This is an optimization exercise on Yosys and OpenROAD, whose aim is small area, a short achievable clock period and few clock cycles, not a production implementation. Function was checked by simulation only, so behaviour that the tests miss may differ from the original. The clock port is modelled as an ideal driver, which makes a skipped or thinned clock tree look cheaper than it is; a real chip needs a root buffer or a tree. Power is estimated from default activity; no workload was simulated.

`config.mk`:
```
export PLATFORM = sky130hd
export DESIGN_NAME = gaussian_pyramid
export DESIGN_NICKNAME = gaussian_pyramid
export VERILOG_FILES = /design/flow/design.v
export SDC_FILE = /design/flow/constraint.sdc
export NUM_CORES = 8
export LEC_CHECK = 0
export CAP_MARGIN = 20
export CORE_MARGIN = 2
export CORE_UTILIZATION = 70
export SLEW_MARGIN = 20
export SYNTH_MEMORY_MAX_BITS = 16384
```
`constraint.sdc`:
```
create_clock -name core_clock -period 10.0 [get_ports {clk_in}]
set_input_delay 2.0000 -clock core_clock [delete_from_list [all_inputs] [get_ports {clk_in}]]
set_output_delay 2.0000 -clock core_clock [all_outputs]
set_load 0.01 [all_outputs]
```
`design.v`:
```
`timescale 1ns / 1ps
`default_nettype none
module blur_unit #(
    parameter W = 16,
    parameter FREE = 0
) (
    input wire clk_in,
    input wire rst_in,
    input wire in_v,
    input wire [7:0] in_d,
    input wire [2*$clog2(W)-1:0] in_addr,  
    output logic out_v,
    output logic [7:0] out_d,
    output logic [2*$clog2(W)-1:0] out_addr,
    output logic sub_v  
);
    localparam XW = $clog2(W);
    wire [XW-1:0] ix = in_addr[XW-1:0];
    wire [XW-1:0] iy = in_addr[2*XW-1:XW];
    logic [XW-1:0] fx;
    logic flushing;
    wire tok = in_v | flushing;
    logic [7:0] lb1 [0:W-1];
    logic [7:0] lb2 [0:W-1];
    always_ff @(posedge clk_in) begin
        if (FREE || tok) begin
            lb1[0] <= in_d;
            lb2[0] <= (iy == 0) ? in_d : lb1[W-1];
            for (int k = 1; k < W; k++) begin
                lb1[k] <= lb1[k-1];
                lb2[k] <= lb2[k-1];
            end
        end
    end
    wire [7:0] mid = lb1[W-1];
    wire [7:0] top = lb2[W-1];
    wire [7:0] bot = flushing ? mid : in_d;
    wire [9:0] vsum = {2'b00, top} + {1'b0, mid, 1'b0} + {2'b00, bot};
    wire vtok = (in_v && iy != 0) || flushing;
    wire [XW-1:0] vxn = flushing ? fx : ix;
    logic [9:0] vr;
    logic vv, vx0, vxl;
    always_ff @(posedge clk_in) begin
        vr <= vsum;
        vx0 <= vxn == 0;
        vxl <= vxn == W-1;
        if (rst_in) begin
            fx <= 0;
            flushing <= 0;
            vv <= 0;
        end else begin
            vv <= vtok;
            if (in_v && ix == W-1 && iy == W-1) flushing <= 1;
            if (flushing) begin
                fx <= fx + 1'b1;
                if (fx == W-1) flushing <= 0;
            end
        end
    end
    logic [9:0] ha, hb;
    logic pend;
    wire [9:0] tc = pend ? hb : vr;
    wire [11:0] hsum = {2'b00, ha} + {1'b0, hb, 1'b0} + {2'b00, tc};
    wire htok = (vv && !vx0) || pend;
    wire [2*XW-1:0] next_addr = out_addr + out_v;
    always_ff @(posedge clk_in) begin
        if (FREE || vv) begin
            ha <= vx0 ? vr : hb;
            hb <= vr;
        end
        out_d <= hsum[11:4];
        if (rst_in) begin
            pend <= 0;
            out_v <= 0;
            sub_v <= 0;
            out_addr <= 0;
        end else begin
            pend <= vv && vxl;
            out_v <= htok;
            sub_v <= htok && !next_addr[0] && !next_addr[XW];
            out_addr <= next_addr;
        end
    end
endmodule
`default_nettype wire
`timescale 1ns / 1ps
`default_nettype none
module gaussian_pyramid #(
                    parameter BIT_DEPTH = 8,
                    parameter TOP_WIDTH = 16,
                    parameter TOP_HEIGHT = 16
                    ) (
                    input wire clk_in,
                    input wire rst_in,
                    output logic [$clog2(TOP_WIDTH * TOP_HEIGHT)-1:0] ext_read_addr,
                    output logic ext_read_addr_valid,
                    input wire [BIT_DEPTH-1:0] ext_pixel_in,
                    output logic [$clog2(TOP_WIDTH * TOP_HEIGHT)-1:0] O1L1_write_addr,
                    output logic O1L1_write_valid,
                    output logic [BIT_DEPTH-1:0] O1L1_pixel_out,
                    output logic [$clog2(TOP_WIDTH * TOP_HEIGHT)-1:0] O1L2_write_addr,
                    output logic O1L2_write_valid,
                    output logic [BIT_DEPTH-1:0] O1L2_pixel_out,
                    output logic [$clog2(TOP_WIDTH * TOP_HEIGHT)-1:0] O1L3_write_addr,
                    output logic O1L3_write_valid,
                    output logic [BIT_DEPTH-1:0] O1L3_pixel_out,
                    output logic [$clog2(TOP_WIDTH / 2 * TOP_HEIGHT / 2)-1:0] O2L1_write_addr,
                    output logic O2L1_write_valid,
                    output logic [BIT_DEPTH-1:0] O2L1_pixel_out,
                    output logic [$clog2(TOP_WIDTH / 2 * TOP_HEIGHT / 2)-1:0] O2L2_write_addr,
                    output logic O2L2_write_valid,
                    output logic [BIT_DEPTH-1:0] O2L2_pixel_out,
                    output logic [$clog2(TOP_WIDTH / 2 * TOP_HEIGHT / 2)-1:0] O2L3_write_addr,
                    output logic O2L3_write_valid,
                    output logic [BIT_DEPTH-1:0] O2L3_pixel_out,
                    output logic [$clog2(TOP_WIDTH / 4 * TOP_HEIGHT / 4)-1:0] O3L1_write_addr,
                    output logic O3L1_write_valid,
                    output logic [BIT_DEPTH-1:0] O3L1_pixel_out,
                    output logic [$clog2(TOP_WIDTH / 4 * TOP_HEIGHT / 4)-1:0] O3L2_write_addr,
                    output logic O3L2_write_valid,
                    output logic [BIT_DEPTH-1:0] O3L2_pixel_out,
                    output logic [$clog2(TOP_WIDTH / 4 * TOP_HEIGHT / 4)-1:0] O3L3_write_addr,
                    output logic O3L3_write_valid,
                    output logic [BIT_DEPTH-1:0] O3L3_pixel_out,
                    input wire start_in,
                    output logic pyramid_done
                    );
    logic rd_v1, rd_v2;
    always_ff @(posedge clk_in) begin
        if (rst_in) begin
            ext_read_addr_valid <= 0;
            ext_read_addr <= 0;
            rd_v1 <= 0;
            rd_v2 <= 0;
            O1L1_write_valid <= 0;
            O1L1_write_addr <= 0;
        end else begin
            if (start_in) ext_read_addr_valid <= 1;
            else if (ext_read_addr == 8'hff) ext_read_addr_valid <= 0;
            ext_read_addr <= ext_read_addr + ext_read_addr_valid;
            rd_v1 <= ext_read_addr_valid;
            rd_v2 <= rd_v1;
            O1L1_write_valid <= rd_v2;
            O1L1_write_addr <= O1L1_write_addr + O1L1_write_valid;
        end
        O1L1_pixel_out <= ext_pixel_in;
    end
    logic o1_sub, o1l2_sub, o2_sub, o2l2_sub, o3l2_sub, o3l3_sub;
    blur_unit #(.W(16), .FREE(1)) b1 (
        .clk_in(clk_in), .rst_in(rst_in),
        .in_v(O1L1_write_valid), .in_d(O1L1_pixel_out), .in_addr(O1L1_write_addr),
        .out_v(O1L2_write_valid), .out_d(O1L2_pixel_out), .out_addr(O1L2_write_addr),
        .sub_v(o1l2_sub));
    blur_unit #(.W(16), .FREE(1)) b2 (
        .clk_in(clk_in), .rst_in(rst_in),
        .in_v(O1L2_write_valid), .in_d(O1L2_pixel_out), .in_addr(O1L2_write_addr),
        .out_v(O1L3_write_valid), .out_d(O1L3_pixel_out), .out_addr(O1L3_write_addr),
        .sub_v(o1_sub));
    assign O2L1_write_valid = o1_sub;
    assign O2L1_pixel_out = O1L3_pixel_out;
    assign O2L1_write_addr = {O1L3_write_addr[7:5], O1L3_write_addr[3:1]};
    blur_unit #(.W(8), .FREE(0)) b3 (
        .clk_in(clk_in), .rst_in(rst_in),
        .in_v(o1_sub), .in_d(O1L3_pixel_out), .in_addr(O2L1_write_addr),
        .out_v(O2L2_write_valid), .out_d(O2L2_pixel_out), .out_addr(O2L2_write_addr),
        .sub_v(o2l2_sub));
    blur_unit #(.W(8), .FREE(0)) b4 (
        .clk_in(clk_in), .rst_in(rst_in),
        .in_v(O2L2_write_valid), .in_d(O2L2_pixel_out), .in_addr(O2L2_write_addr),
        .out_v(O2L3_write_valid), .out_d(O2L3_pixel_out), .out_addr(O2L3_write_addr),
        .sub_v(o2_sub));
    assign O3L1_write_valid = o2_sub;
    assign O3L1_pixel_out = O2L3_pixel_out;
    assign O3L1_write_addr = {O2L3_write_addr[5:4], O2L3_write_addr[2:1]};
    blur_unit #(.W(4), .FREE(0)) b5 (
        .clk_in(clk_in), .rst_in(rst_in),
        .in_v(o2_sub), .in_d(O2L3_pixel_out), .in_addr(O3L1_write_addr),
        .out_v(O3L2_write_valid), .out_d(O3L2_pixel_out), .out_addr(O3L2_write_addr),
        .sub_v(o3l2_sub));
    blur_unit #(.W(4), .FREE(0)) b6 (
        .clk_in(clk_in), .rst_in(rst_in),
        .in_v(O3L2_write_valid), .in_d(O3L2_pixel_out), .in_addr(O3L2_write_addr),
        .out_v(O3L3_write_valid), .out_d(O3L3_pixel_out), .out_addr(O3L3_write_addr),
        .sub_v(o3l3_sub));
    always_ff @(posedge clk_in) begin
        if (rst_in) pyramid_done <= 0;
        else pyramid_done <= O3L3_write_valid && O3L3_write_addr == 4'hf;
    end
endmodule
`default_nettype wire
```
`flow/run.sh`:
```
#!/bin/bash
set -euo pipefail
bash standard.sh "POST_CTS_TCL=$PWD/flow/post_cts.tcl" SETUP_SLACK_MARGIN=6.75 BUFFER_PORTS_ARGS=-buffer_cell\ sky130_fd_sc_hd__buf_2 CTS_ARGS=-sink_clustering_enable\ -repair_clock_nets\ -dont_use_dummy_load\ -sink_clustering_size\ 30\ -sink_clustering_max_diameter\ 60 finish > standard_flow.log 2>&1
```
`flow/post_cts.tcl`:
```
# Rebuild the top of the clock tree with one buffer level less: the clock
# port drives four buffers (one per quadrant of the leaf buffers), each of
# which drives the leaf buffers of its quadrant directly. Leaf buffers and
# their flip-flops stay as CTS built them, so the tree stays balanced.
set block [ord::get_db_block]
set clk_port_net [[$block findBTerm clk_in] getNet]
set master [[ord::get_db] findMaster sky130_fd_sc_hd__clkbuf_16]

# the buffers the port drives, then every buffer level down to the leaves
proc drv_buffers {net} {
  set res {}
  foreach it [$net getITerms] {
    if {[$it isInputSignal]} {
      set inst [$it getInst]
      if {[string match "sky130_fd_sc_hd__clkbuf*" [[$inst getMaster] getName]]} { lappend res $inst }
    }
  }
  return $res
}
proc out_net {inst} {
  foreach it [$inst getITerms] { if {[$it isOutputSignal]} { return [$it getNet] } }
}
set upper {}
set level [drv_buffers $clk_port_net]
set leaves {}
# descend until the next level drives no more clock buffers
while {1} {
  set next {}
  foreach b $level { set next [concat $next [drv_buffers [out_net $b]]] }
  if {[llength $next] == 0} { set leaves $level; break }
  set upper [concat $upper $level]
  set level $next
}
puts "post_cts: [llength $upper] upper buffers, [llength $leaves] leaf buffers"
if {[llength $upper] == 0} { return }

# split leaves into four groups: by median x, then by median y in each half
proc med {vals} { set s [lsort -integer $vals]; return [lindex $s [expr {[llength $s]/2}]] }
proc cx {i} { set b [$i getBBox]; return [expr {([$b xMin]+[$b xMax])/2}] }
proc cy {i} { set b [$i getBBox]; return [expr {([$b yMin]+[$b yMax])/2}] }
set xs {}; foreach l $leaves { lappend xs [cx $l] }
set mx [med $xs]
set halves [list {} {}]
foreach l $leaves { if {[cx $l] < $mx} { lset halves 0 [concat [lindex $halves 0] $l] } else { lset halves 1 [concat [lindex $halves 1] $l] } }
set groups {}
foreach h $halves {
  set ys {}; foreach l $h { lappend ys [cy $l] }
  set my [med $ys]
  set lo {}; set hi {}
  foreach l $h { if {[cy $l] < $my} { lappend lo $l } else { lappend hi $l } }
  lappend groups $lo $hi
}

# remove the upper levels
foreach b $upper {
  set n [out_net $b]
  odb::dbInst_destroy $b
  if {$n ne "NULL" && $n ne ""} { odb::dbNet_destroy $n }
}
# new roots
set gi 0
foreach g $groups {
  if {[llength $g] == 0} { continue }
  set sx 0; set sy 0
  foreach l $g { set sx [expr {$sx + [cx $l]}]; set sy [expr {$sy + [cy $l]}] }
  set sx [expr {$sx / [llength $g]}]; set sy [expr {$sy / [llength $g]}]
  set name "clkroot_${gi}_clk_in"
  set inst [odb::dbInst_create $block $master $name]
  set net [odb::dbNet_create $block "clknet_root_${gi}_clk_in"]
  $net setSigType CLOCK
  $inst setLocation $sx $sy
  $inst setPlacementStatus PLACED
  foreach it [$inst getITerms] {
    set mt [[$it getMTerm] getName]
    if {$mt eq "A"} { $it connect $clk_port_net }
    if {$mt eq "X"} { $it connect $net }
  }
  foreach l $g {
    foreach it [$l getITerms] { if {[$it isInputSignal]} { $it disconnect; $it connect $net } }
  }
  incr gi
}
puts "post_cts: $gi root buffers"
detailed_placement
check_placement -verbose
estimate_parasitics -placement
```
`standard.sh`:
```
#!/bin/bash
# synth_recipe.tcl (not shown) runs the flow's synth.tcl, then flattens the netlist and writes it again
# the make line also repeats each setting of config.mk as NAME=value (left out here)
make -C /OpenROAD-flow-scripts/flow DESIGN_CONFIG=/design/flow/config.mk WORK_HOME=/design/flow/orfs CLKGATE_MAP_FILE= SYNTH_SCRIPT=/design/flow/synth_recipe.tcl "${@:-finish}"
```
==> metrics.md, run 1 <==
| Metric | Value |
|---|---|
| Reg-to-Reg End | b4.out_d[6] |
| Largest net degree at the start of global routing | 93 |
| Global-route wire length before repair | 96.8 mm |
| Leakage power of the design | 16.6 nW |
| Area inside the core boundary | 56400 um^2 |
| Peak supply drop | 0.225 mV |
| Vert. Die Dim | 243 um |
| Post-synthesis sequential element count | 1245 |
| Drt pass-1 iters | 5 |
| Post-synth top flop | dfxtp_1 |
| Outcome | finished clean |
| Vias in the first global route | 18.3k |
| Met2 wire length | 28.6 mm |
| Critical path's slowest cell | dfxtp_1 |
| Final worst slack | 6910 ps |
| Mapped cell area | 40000 um^2 |
| Number of enable flip-flop cells after synthesis | 464 |
| Type of destination of the critical path | flop |
| Largest fanout on the critical path | 11 |
| Async set-reset flop share out of synthesis | 0% |
| Most common library cell in the layout ignoring fill and taps | dfxtp_1 |
| Register-to-Register Path Depth | 8 |
| Launching element type of the critical path | flop |
| Share of cells above drive strength 1 | 19.3% |
| Synth top area share | 39.1% |
| Final hold slack | 298 ps |
| CP Data Arrival Time | 3460 ps |
| Total of endpoints with negative setup slack in the final report | 0 |
| Final Cycle Share | 30.9% |
| Leading cell types by total area after synthesis | dfxtp_1 (39%), edfxtp_1 (35%), mux2_2 (5.4%), fa_1 (5.1%), ha_1 (4.1%) |
| Highest layer used for signal routing | met4 |
| Global routing usage summed across all routing layers | 20.7% |
| Post-detailed-route count of antenna-violating nets | 0 |
| Total DRC errors in the routed layout | 0 |
| Required time of the critical path | 10380 ps |
| Highest-count cells in the layout ignoring fill and taps | dfxtp_1 (698), edfxtp_1 (464), mux2_2 (190) |
| Gp weighted congestion | 0.814 |
| Initial Util | 70.9% |
| Number of inserted filler cells in the final layout | 3346 |
| Average routed wire per standard cell | 17.8 um |
| M1 wire length | 27.4 mm |
| Sum of met3 wire segment lengths after detailed routing | 2.74 mm |
| Sequential cell area fraction in the yosys report | 74.0% |
| Vias per cell | 5.40 |
| WHS Endpoint | b1.lb2[2][5] |
| Slowest cell delay on critical path | 680 ps |
| Pre-CTS setup slack | 6680 ps |
| Cell type with the largest total area after synthesis | dfxtp_1 |
| I/O Pins | 156 |
| Launch point of the worst reg-to-reg path | b4.pend |
| Worst hold path depth | 0 |
| Source of the worst hold timing path | b1.lb2[1][5] |
| Warnings, synthesis | 10 |
| Final-stage net count | 2859 |
| Number of slew-limit violations in the final report | 0 |
| Number of cell rows | 87 |
| TNS Setup | 0 ps |
| Number of port buffers | 155 |
| Slew Limit Headroom | 33.6% |
| Area of combinational cells with multiple inputs | 9800 um^2 |
| DIE AREA | 59000 um^2 |
| Diode count | 0 |
| Count of routing violations after the opening detailed-route iteration | 889 |
| Setup repair after global routing missed its margin | false |
| Final critical delay including setup and external delays | 3090 ps |
| Number of hold violations in the final report | 0 |
| Number of library cell types mapped by synthesis | 54 |
| Worst clock skew on the final layout | 51.5 ps |
| Clock-pin slew reported for the worst setup and hold paths after clock tree synthesis | 110 ps |
| Area delta synth->final | 7.49% |
| Power density over cell area | 283 nW/um^2 |
| Clock latency on the worst-skew pair | 450 ps |
| Antenna violations before repair | 1 |
| Flop2flop setup slack | 6910 ps |
| Summed area of non-filler cells in the final layout | 43000 um^2 |
| Placement-stage cell area | 41400 um^2 |
| Mean instance size in the synthesized netlist | 16.3 um^2 |
| Type of the tightest min-delay check | reg -> reg |
| Kind of critical path | reg -> reg |
| Sequential Area | 29700 um^2 |
| Horizontal extent of the die | 243 um |
| Cell-by-cell listing of the critical path | mux2_2 > fa_1 > ha_1 > nand2_1 > o31a_1 > o311a_1 > nor3_2 > xor2_1 |
| TritonCTS sink count | 1245 |
| Placed instance count | 3312 |
| Post-detail-place hpwl | 40.4 mm |
| Fmax achieved | 324 MHz |
| Max-cap violations | 0 |
| Final Non-Filler Cells | 3368 |
| GRT Residual Overflow | 0 |
| Total via count after detailed routing | 18.2k |
| Post-synthesis net count | 2701 |
| Actual transition at the worst max-transition pin | 992 ps |
| Synthesized instance count | 2456 |
| Total Routed Length | 59.9 mm |
## state kept, by name, summed over array words and instances, names as in the netlist, 32 cells and up
register and cells:
b3.lb1 64, b6.lb1 32, b4.lb2 64, b3.lb2 64
b5.lb1 32, b6.lb2 32, b4.lb1 64, b2.lb2 128
b1.lb2 128, b2.lb1 128, b1.lb1 128, b5.lb2 32
## how the worst max path moves through the flow
stage	start	end	slack, ps
6_report	b4.pend	b4.out_d[6]	6910
3_5_place_dp	rst_in	ext_read_addr[0]	6680
2_1_floorplan	b3.flushing	b3.lb1[0][0]	6960
5_1_grt	b3.pend	b3.out_d[5]	6760
3_3_place_gp	b3.flushing	b3.vr[7]	6720
## Yosys cell counts, types with 3 or more instances
| cell | instances |
|---|---|
| nor3_2 | 3 |
| inv_1 | 78 |
| o21a_1 | 14 |
| o31ai_1 | 10 |
| ha_1 | 132 |
| clkbuf_1 | 30 |
| o21bai_1 | 15 |
| nor2_1 | 152 |
| or3_1 | 3 |
| dfxtp_1 | 781 |
| xnor2_1 | 51 |
| buf_1 | 5 |
| and3_1 | 6 |
| mux2_2 | 190 |
| nand2_1 | 45 |
| o21ai_0 | 39 |
| or2_2 | 4 |
| a21o_1 | 13 |
| nand3_1 | 28 |
| a21oi_1 | 69 |
| nor3_1 | 13 |
| o22ai_1 | 5 |
| buf_4 | 26 |
| xor2_1 | 64 |
| and2_1 | 4 |
| nand4_1 | 20 |
| a21boi_0 | 7 |
| nor2b_1 | 21 |
| fa_1 | 102 |
| mux2i_1 | 26 |
| edfxtp_1 | 464 |
| or4_1 | 3 |
## metrics by stage
step | total power [mW] | utilization [%]
after floorplan | 9.07 | -
final | 12.2 | 76.2
after global placement | 9.87 | 73.5
after global routing | 12.9 | 76.2
after detailed placement | 9.99 | 73.5
## critical path, delay by kind of cell (launching register included)
family / cells / cell delay [ps]
AND/OR/NAND/NOR: 2 / 330
adder cells (fa/ha/maj): 2 / 770
flip-flops: 1 / 680
AO/OA/AOI/OAI: 2 / 670
multiplexers: 1 / 420
XOR/XNOR: 1 / 160
## metal layers
| metal | vias to the layer above | global-route usage, % |
|---|---|---|
| met4 | 0 | 4.98 |
| li1 | 8793 | - |
| met3 | 78 | 3.21 |
| met1 | 9023 | 29.4 |
| met5 | - | 0 |
| met2 | 293 | 34.3 |
## where the power goes
| part | internal (mW) | leakage, nW | total, mW | switching, mW |
|---|---|---|---|---|
| sequential | 6.29 | 10.7 | 6.78 | 0.491 |
| clock | 0.949 | 0.653 | 2.30 | 1.35 |
| combinational | 1.50 | 5.23 | 3.09 | 1.60 |
| total | 8.74 | 16.6 | 12.2 | 3.44 |
## logic make-up (layout without fill, tap and decap cells)
group	after synthesis	after routing	synth area share [%]
multiplexers	216	216	6.00
adder cells (fa/ha/maj)	234	234	9.24
XOR/XNOR	115	115	2.52
AND/OR/NAND/NOR	315	315	3.70
flip-flops	1245	1245	74.0
AO/OA/AOI/OAI	192	192	3.03
buffers and inverters	139	295	1.55
## final cells by class, clock buffers not listed
class | count | area share, %
timing repair buffer | 164 | 2.02
multi-input combinational | 1072 | 22.8
buffer | 4 | 0.233
tap | 756 | 2.20
inverter | 78 | 0.681
sequential | 1245 | 69.2
Testbench counts, summed over its fixed seeds: cycles 7,392.
==> inputs of run 2 (changes only) <==
--- a/config.mk
+++ b/config.mk
@@ -7,6 +7,6 @@
 export LEC_CHECK = 0
 export CAP_MARGIN = 20
 export CORE_MARGIN = 2
-export CORE_UTILIZATION = 70
+export CORE_UTILIZATION = 50
 export SLEW_MARGIN = 20
 export SYNTH_MEMORY_MAX_BITS = 16384
==> run 2 against run 1 <==
Against the previous run:
- register-to-register slack better by 20 ps
- total power up 3.0%
- clock skew up 3.1 ps
- via count down 0.35%
- die area up 39%
- critical path depth down 7
- worst hold slack worse by 6.5 ps
- combinational power down 1%
- largest power group unchanged
- final cell count up 9.3%
- synthesized area unchanged
==> metrics.md, run 2 <==
| Metric | Value |
|---|---|
| Cell-by-cell listing of the critical path | buf_2 (was mux2_2 > fa_1 > ha_1 > nand2_1 > o31a_1 > o311a_1 > nor3_2 > xor2_1) |
| TritonCTS sink count | 1245 (unchanged) |
| Critical path endpoint | O1L3_write_addr[3] (was b4.out_d[6]) |
| GRT Residual Overflow | 0 (unchanged) |
| Worst clock skew on the final layout | 54.5 ps (was 51.5 ps) |
| Actual transition at the worst max-transition pin | 1030 ps (was 992 ps) |
| Number of library cell types mapped by synthesis | 54 (unchanged) |
| Synth top area share | 39.1% (unchanged) |
| Setup repair after global routing missed its margin | false (unchanged) |
| Post-detailed-route count of antenna-violating nets | 0 (unchanged) |
| Launching element type of the critical path | flop (unchanged) |
| Antenna violations before repair | 1 (unchanged) |
| Leakage power of the design | 16.8 nW (was 16.6 nW) |
| Initial Util | 50.5% (was 70.9%) |
| Fmax achieved | 325 MHz (was 324 MHz) |
| Required time of the critical path | 8000 ps (was 10380 ps) |
| Post-synthesis net count | 2701 (unchanged) |
| Diode count | 0 (unchanged) |
| Reg-to-Reg End | b4.vr[7] (was b4.out_d[6]) |
| DIE AREA | 82200 um^2 (was 59000 um^2) |
| Slew Limit Headroom | 31.4% (was 33.6%) |
| Clock-pin slew reported for the worst setup and hold paths after clock tree synthesis | 70 ps (was 110 ps) |
| Number of port buffers | 155 (unchanged) |
| Total via count after detailed routing | 18.1k (was 18.2k) |
| Global routing usage summed across all routing layers | 14.6% (was 20.7%) |
| Critical path's slowest cell | dfxtp_2 (was dfxtp_1) |
| Number of hold violations in the final report | 0 (unchanged) |
| Cell type with the largest total area after synthesis | dfxtp_1 (unchanged) |
| Post-detail-place hpwl | 39.6 mm (was 40.4 mm) |
| Logic depth of the worst setup path including buffers | 1 (was 8) |
| Flop2flop setup slack | 6930 ps (was 6910 ps) |
| Async set-reset flop share out of synthesis | 0% (unchanged) |
| Highest-count cells in the layout ignoring fill and taps | dfxtp_1 (697), edfxtp_1 (464), mux2_2 (190) (was dfxtp_1 (698), edfxtp_1 (464), mux2_2 (190)) |
| Number of cell rows | 103 (was 87) |
| CP Data Arrival Time | 1080 ps (was 3460 ps) |
| Max-cap violations | 0 (unchanged) |
| Final critical delay including setup and external delays | 3080 ps (was 3090 ps) |
| Kind of critical path | reg -> out (was reg -> reg) |
| Horizontal extent of the die | 287 um (was 243 um) |
| Crit path buffers/inverters | 1 (was 0) |
| Number of enable flip-flop cells after synthesis | 464 (unchanged) |
| Start point of the critical path | b2.out_addr[3] (was b4.pend) |
| Post-synth top flop | dfxtp_1 (unchanged) |
| Outcome | finished clean (unchanged) |
| Placement-stage cell area | 41800 um^2 (was 41400 um^2) |
| I/O Pins | 156 (unchanged) |
| Total Routed Length | 59.5 mm (was 59.9 mm) |
| Number of slew-limit violations in the final report | 0 (unchanged) |
| Vias per cell | 4.93 (was 5.40) |
| Post-synthesis sequential element count | 1245 (unchanged) |
| Slowest cell delay on critical path | 450 ps (was 680 ps) |
| Share of cells above drive strength 1 | 19.9% (was 19.3%) |
| Peak supply drop | 0.172 mV (was 0.225 mV) |
| Clock latency on the worst-skew pair | 490 ps (was 450 ps) |
| Vert. Die Dim | 287 um (was 243 um) |
| Largest fanout on the critical path | 6 (was 11) |
| Summed area of non-filler cells in the final layout | 43800 um^2 (was 43000 um^2) |
| Launch point of the worst reg-to-reg path | b4.flushing (was b4.pend) |
| Final Cycle Share | 30.8% (was 30.9%) |
| Count of routing violations after the opening detailed-route iteration | 993 (was 889) |
| Drt pass-1 iters | 5 (unchanged) |
| Area delta synth->final | 9.51% (was 7.49%) |
| Synthesized instance count | 2456 (unchanged) |
| Most numerous cell in the Yosys netlist | dfxtp_1 (unchanged) |
| Mean instance size in the synthesized netlist | 16.3 um^2 (unchanged) |
| Number of inserted filler cells in the final layout | 6365 (was 3346) |
| Gp weighted congestion | 0.780 (was 0.814) |
| Sequential cell area fraction in the yosys report | 74.0% (unchanged) |
| Average routed wire per standard cell | 16.2 um (was 17.8 um) |
| Leading cell types by total area after synthesis | dfxtp_1 (39%), edfxtp_1 (35%), mux2_2 (5.4%), fa_1 (5.1%), ha_1 (4.1%) (unchanged) |
| Global-route wire length before repair | 97.0 mm (was 96.8 mm) |
| Largest net degree at the start of global routing | 101 (was 93) |
| Vias in the first global route | 18.6k (was 18.3k) |
| Register-to-Register Path Depth | 9 (was 8) |
| Warnings, synthesis | 10 (unchanged) |
| TNS Setup | 0 ps (unchanged) |
| Type of destination of the critical path | output port (was flop) |
| Gate family responsible for the most delay along the worst path | flip-flops (was adder cells) |
| Total DRC errors in the routed layout | 0 (unchanged) |
| Top post-synthesis cells by count | dfxtp_1 (781), edfxtp_1 (464), mux2_2 (190) (unchanged) |
| Power density over cell area | 286 nW/um^2 (was 283 nW/um^2) |
| Area inside the core boundary | 79100 um^2 (was 56400 um^2) |
| Mapped cell area | 40000 um^2 (unchanged) |
| Final-stage net count | 2877 (was 2859) |
| Total of endpoints with negative setup slack in the final report | 0 (unchanged) |
| Type of the tightest min-delay check | reg -> reg (unchanged) |
| Most common library cell in the layout ignoring fill and taps | dfxtp_1 (unchanged) |
run 2: cell counts after synthesis:
No cell type changed its count.
run 2: how the worst min path moves through the flow:
| stage | from | end | slack [ps] | cells past startpoint |
|---|---|---|---|---|
| floorplan | b1.lb1[9][0] | b1.lb1[10][0] | 310 | 0 |
| finish | b2.lb1[4][6] | b2.lb1[5][6] | 290 | 0 |
| detailed placement | b1.lb1[3][7] | b1.lb1[4][7] | 310 | 0 |
| global route | b2.lb1[1][4] | b2.lb1[2][4] | 290 | 0 |
| global placement | b2.lb1[5][0] | b2.lb1[6][0] | 310 | 0 |
run 2: cell type report, clock buffers not listed:
class	instances	area, um^2	share of cell area (%)
flip-flops and latches	1245	29700	67.9
multi-input cells	1072	9790	22.4
well taps	1050	1310	3.00
repair buffers	163	847	1.93
inverters	78	293	0.669
plain buffers	4	100	0.229
run 2: logic make-up after synthesis:
family / count (synthesis) / synth area share, %
DFF: 1245 / 74.0
and+or+nand+nor: 315 / 3.70
adders and majority gates: 234 / 9.24
muxes: 216 / 6.00
AOI/OAI and AO/OA: 192 / 3.03
buffers and inverters: 139 / 1.55
xor gates and xnor gates: 115 / 2.52
run 2: routing by layer:
layer | vias to the layer above | track usage (%) | share of wire [%]
met4 | 0 | 3.68 | 1.9
met2 | 266 | 24.0 | 47
li1 | 8823 | - | -
met1 | 8970 | 20.3 | 47
met3 | 65 | 2.62 | 4.2
met5 | - | 0 | 0
run 2: power by group:
group          internal, mW  switching [mW]  total, mW
clock                  1.26            1.44       2.70
sequential             6.30           0.488       6.78
combinational          1.49            1.56       3.05
total                  9.05            3.49       12.5
run 2: through the flow:
step	hold WS (ps)	total power, mW	util (%)	worst slack (ps)	cells
5_1_grt	289	13.4	55.3	6750	3680
3_5_place_dp	312	9.97	52.8	6640	3607
6_report	291	12.5	55.3	6920	3680
2_1_floorplan	310	9.07	-	6960	2456
3_3_place_gp	310	9.90	52.8	6670	3607
==> inputs of run 3 (changes only) <==
--- a/config.mk
+++ b/config.mk
@@ -7,6 +7,6 @@
 export LEC_CHECK = 0
 export CAP_MARGIN = 20
 export CORE_MARGIN = 2
-export CORE_UTILIZATION = 50
+export CORE_UTILIZATION = 60
 export SLEW_MARGIN = 20
 export SYNTH_MEMORY_MAX_BITS = 16384
==> run 3 against run 2 <==
Against the previous run:
- fmax down 0.10%
- still clean
- clock power down 7.8%
- sequential power about the same
- sequential share of layout area up 0.75 points
- core utilization up 10 points
- total power down 1.8%
- synthesized cell count unchanged
- wire length down 1.3%
==> metrics.md, run 3 <==
| Metric | Value |
|---|---|
| Max-cap violations | 0 (unchanged) |
| Gp weighted congestion | 0.796 (was 0.780) |
| Total of endpoints with negative setup slack in the final report | 0 (unchanged) |
| Outcome | finished clean (unchanged) |
| Top post-synthesis cells by count | dfxtp_1 (781), edfxtp_1 (464), mux2_2 (190) (unchanged) |
| Share of cells above drive strength 1 | 19.1% (was 19.9%) |
| Leading cell types by total area after synthesis | dfxtp_1 (39%), edfxtp_1 (35%), mux2_2 (5.4%), fa_1 (5.1%), ha_1 (4.1%) (unchanged) |
| Most common library cell in the layout ignoring fill and taps | dfxtp_1 (unchanged) |
| Post-detailed-route count of antenna-violating nets | 0 (unchanged) |
| Total DRC errors in the routed layout | 0 (unchanged) |
| Fmax achieved | 324 MHz (was 325 MHz) |
| Cell-by-cell listing of the critical path | buf_2 (unchanged) |
| Async set-reset flop share out of synthesis | 0% (unchanged) |
| Largest net degree at the start of global routing | 78 (was 101) |
| Leakage power of the design | 16.7 nW (was 16.8 nW) |
| Diode count | 0 (unchanged) |
| Synth top area share | 39.1% (unchanged) |
| TNS Setup | 0 ps (unchanged) |
| GRT Residual Overflow | 0 (unchanged) |
| Clock latency on the worst-skew pair | 450 ps (was 490 ps) |
| Register-to-Register Path Depth | 8 (was 9) |
| I/O Pins | 156 (unchanged) |
| Area delta synth->final | 8.21% (was 9.51%) |
| Number of hold violations in the final report | 0 (unchanged) |
| Source of the worst hold timing path | b2.lb2[1][0] (was b2.lb1[4][6]) |
| Pre-CTS setup slack | 6510 ps (was 6640 ps) |
| Reg-to-Reg End | b6.out_d[5] (was b4.vr[7]) |
| Required time of the critical path | 8000 ps (about the same) |
| Slew Limit Headroom | 32.4% (was 31.4%) |
| Number of enable flip-flop cells after synthesis | 464 (unchanged) |
| Synthesized instance count | 2456 (unchanged) |
| Mapped cell area | 40000 um^2 (unchanged) |
| Vias per cell | 5.17 (was 4.93) |
| Clock-pin slew reported for the worst setup and hold paths after clock tree synthesis | 100 ps (was 70 ps) |
| Mean instance size in the synthesized netlist | 16.3 um^2 (unchanged) |
| Global routing usage summed across all routing layers | 17.3% (was 14.6%) |
| Post-synth top flop | dfxtp_1 (unchanged) |
| Peak supply drop | 0.212 mV (was 0.172 mV) |
| Global-route wire length before repair | 93.9 mm (was 97.0 mm) |
| Placement-stage cell area | 41600 um^2 (was 41800 um^2) |
| Largest fanout on the critical path | 4 (was 6) |
| Number of port buffers | 155 (unchanged) |
| Post-synthesis net count | 2701 (unchanged) |
| Most numerous cell in the Yosys netlist | dfxtp_1 (unchanged) |
| Type of destination of the critical path | output port (unchanged) |
| Number of slew-limit violations in the final report | 0 (unchanged) |
| Slowest cell delay on critical path | 450 ps (about the same) |
| Final critical delay including setup and external delays | 3080 ps (about the same) |
| Antenna violations before repair | 1 (unchanged) |
| Average routed wire per standard cell | 16.9 um (was 16.2 um) |
| Critical path's slowest cell | dfxtp_1 (was dfxtp_2) |
| Final-stage net count | 2866 (was 2877) |
| Highest-count cells in the layout ignoring fill and taps | dfxtp_1 (710), edfxtp_1 (464), mux2_2 (190) (was dfxtp_1 (697), edfxtp_1 (464), mux2_2 (190)) |
| Count of routing violations after the opening detailed-route iteration | 954 (was 993) |
| Worst clock skew on the final layout | 46.4 ps (was 54.5 ps) |
| Worst hold path depth | 0 (unchanged) |
| CP Data Arrival Time | 1080 ps (about the same) |
| Area inside the core boundary | 65900 um^2 (was 79100 um^2) |
| Type of the tightest min-delay check | reg -> reg (unchanged) |
| Vert. Die Dim | 262 um (was 287 um) |
| Sequential cell area fraction in the yosys report | 74.0% (unchanged) |
| Crit path buffers/inverters | 1 (unchanged) |
| Total via count after detailed routing | 18.0k (was 18.1k) |
| Kind of critical path | reg -> out (unchanged) |
| Post-detail-place hpwl | 39.8 mm (was 39.6 mm) |
| Cell type with the largest total area after synthesis | dfxtp_1 (unchanged) |
| Setup repair after global routing missed its margin | false (unchanged) |
| Launch point of the worst reg-to-reg path | b6.pend (was b4.flushing) |
| Number of library cell types mapped by synthesis | 54 (unchanged) |
| Gate family responsible for the most delay along the worst path | flip-flops (unchanged) |
| Final Cycle Share | 30.8% (about the same) |
| Power density over cell area | 285 nW/um^2 (was 286 nW/um^2) |
| Total power consumption of the routed design | 12.3 mW (was 12.5 mW) |
| DIE AREA | 68700 um^2 (was 82200 um^2) |
| Initial Util | 60.7% (was 50.5%) |
| Vias in the first global route | 18.1k (was 18.6k) |
| Final worst slack | 6920 ps (about the same) |
| Actual transition at the worst max-transition pin | 1010 ps (was 1030 ps) |
| WHS Endpoint | b2.lb2[2][0] (was b2.lb1[5][6]) |
| TritonCTS sink count | 1245 (unchanged) |
| Total Routed Length | 58.7 mm (was 59.5 mm) |
| Drt pass-1 iters | 4 (was 5) |
| Number of cell rows | 94 (was 103) |
| Utilization of the core after routing | 65.7% (was 55.3%) |
| Post-synthesis sequential element count | 1245 (unchanged) |
| Summed area of non-filler cells in the final layout | 43300 um^2 (was 43800 um^2) |
| Launching element type of the critical path | flop (unchanged) |
| Warnings, synthesis | 10 (unchanged) |
| Flop2flop setup slack | 6920 ps (was 6930 ps) |
| Horizontal extent of the die | 262 um (was 287 um) |
run 3: cell counts after synthesis:
No cell type changed its count.
run 3: layout make-up, clock buffers not listed:
| type | count | area [um^2] |
|---|---|---|
| Buffer | 4 | 100 |
| Sequential cell | 1245 | 29700 |
| Tap cell | 864 | 1080 |
| Timing Repair Buffer | 162 | 836 |
| Inverter | 78 | 293 |
| Fill cell | 4645 | 22600 |
| Multi-Input combinational cell | 1072 | 9800 |
run 3: report_power, final:
group	switching (mW)	internal, mW	total [mW]	leakage [nW]
sequential	0.494	6.29	6.78	10.7
clock	1.39	1.10	2.49	0.764
combinational	1.56	1.49	3.05	5.21
run 3: worst max path at each step:
| stage | from | endpoint | slack [ps] | cells after the start |
|---|---|---|---|---|
| finish | b4.sub_v | O3L1_write_valid | 6920 | 1 |
| global route | b6.pend | b6.out_d[5] | 6760 | 8 |
| detailed placement | rst_in | b4.sub_v | 6510 | 4 |
| global placement | rst_in | b4.sub_v | 6550 | 4 |
| floorplan | b3.flushing | b3.lb1[0][0] | 6960 | 3 |
run 3: per-layer routing:
layer / wire, um / share of wire [%] / track usage [%] / up-vias
met5: 0 / 0 / 0 / -
met4: 1220 / 2.1 / 3.95 / 0
met3: 2300 / 3.9 / 3.05 / 85
met2: 27500 / 47 / 28.5 / 226
met1: 27700 / 47 / 24.3 / 8882
li1: - / - / - / 8799
run 3: kinds of logic (layout without fill, tap and decap cells):
group	Yosys count	in the layout	synth area share [%]
flops	1245	1245	74.0
simple gates	315	315	3.70
fa+ha+maj	234	234	9.24
mux	216	216	6.00
compound gates	192	192	3.03
buf+inv	139	302	1.55
xor+xnor	115	115	2.52
run 3: worst reg2reg max path, cell delays in order, from the launching register on:
cell and delay, ps:
dfxtp_1 640, mux2_2 420, fa_1 480, ha_1 290, and3b_1 220, a2111oi_4 430
o21ai_0 200, a21oi_1 210, xnor2_1 130
run 3: metrics by stage:
step,hold slack [ps],std cells
after floorplan,310,2456
after global routing,291,3483
after global placement,310,3421
after detailed placement,312,3421
final,287,3483

[port drivers added, routing unchanged]
The results above use ideal ports. As a check the final layouts listed here were re-extracted and re-timed, cells and wires unchanged.
Step 1, drivers: a clkbuf_16 drives clk_in and a buf_2 each remaining input, both assumed.
Step 2 adds t to the input delays and takes it off the output delays; t is the mean of the earliest and latest rising clock arrival at the registers after step 1. Input paths then give back, and output paths get back, about the clock's delay inside the block.
Three values: no drivers, after step 1, after step 2; two values: the first two.
| run | t (ns) | slack for setup (ns) | hold WS [ns] |
|---|---|---|---|
| run 1 | 0.549 | 6.914 / 6.792 / 6.663 | 0.298 / 0.298 / 0.298 |
| run 2 | 0.595 | 6.921 / 6.787 / 6.931 | 0.291 / 0.291 / 0.291 |
| run 3 | 0.569 | 6.918 / 6.788 / 6.498 | 0.287 / 0.287 / 0.287 |
After both steps every run listed still meets setup and hold. For run 3, which loses most, drivers alone change the setup slack by -0.130 ns; drivers and shift together by -0.420 ns.
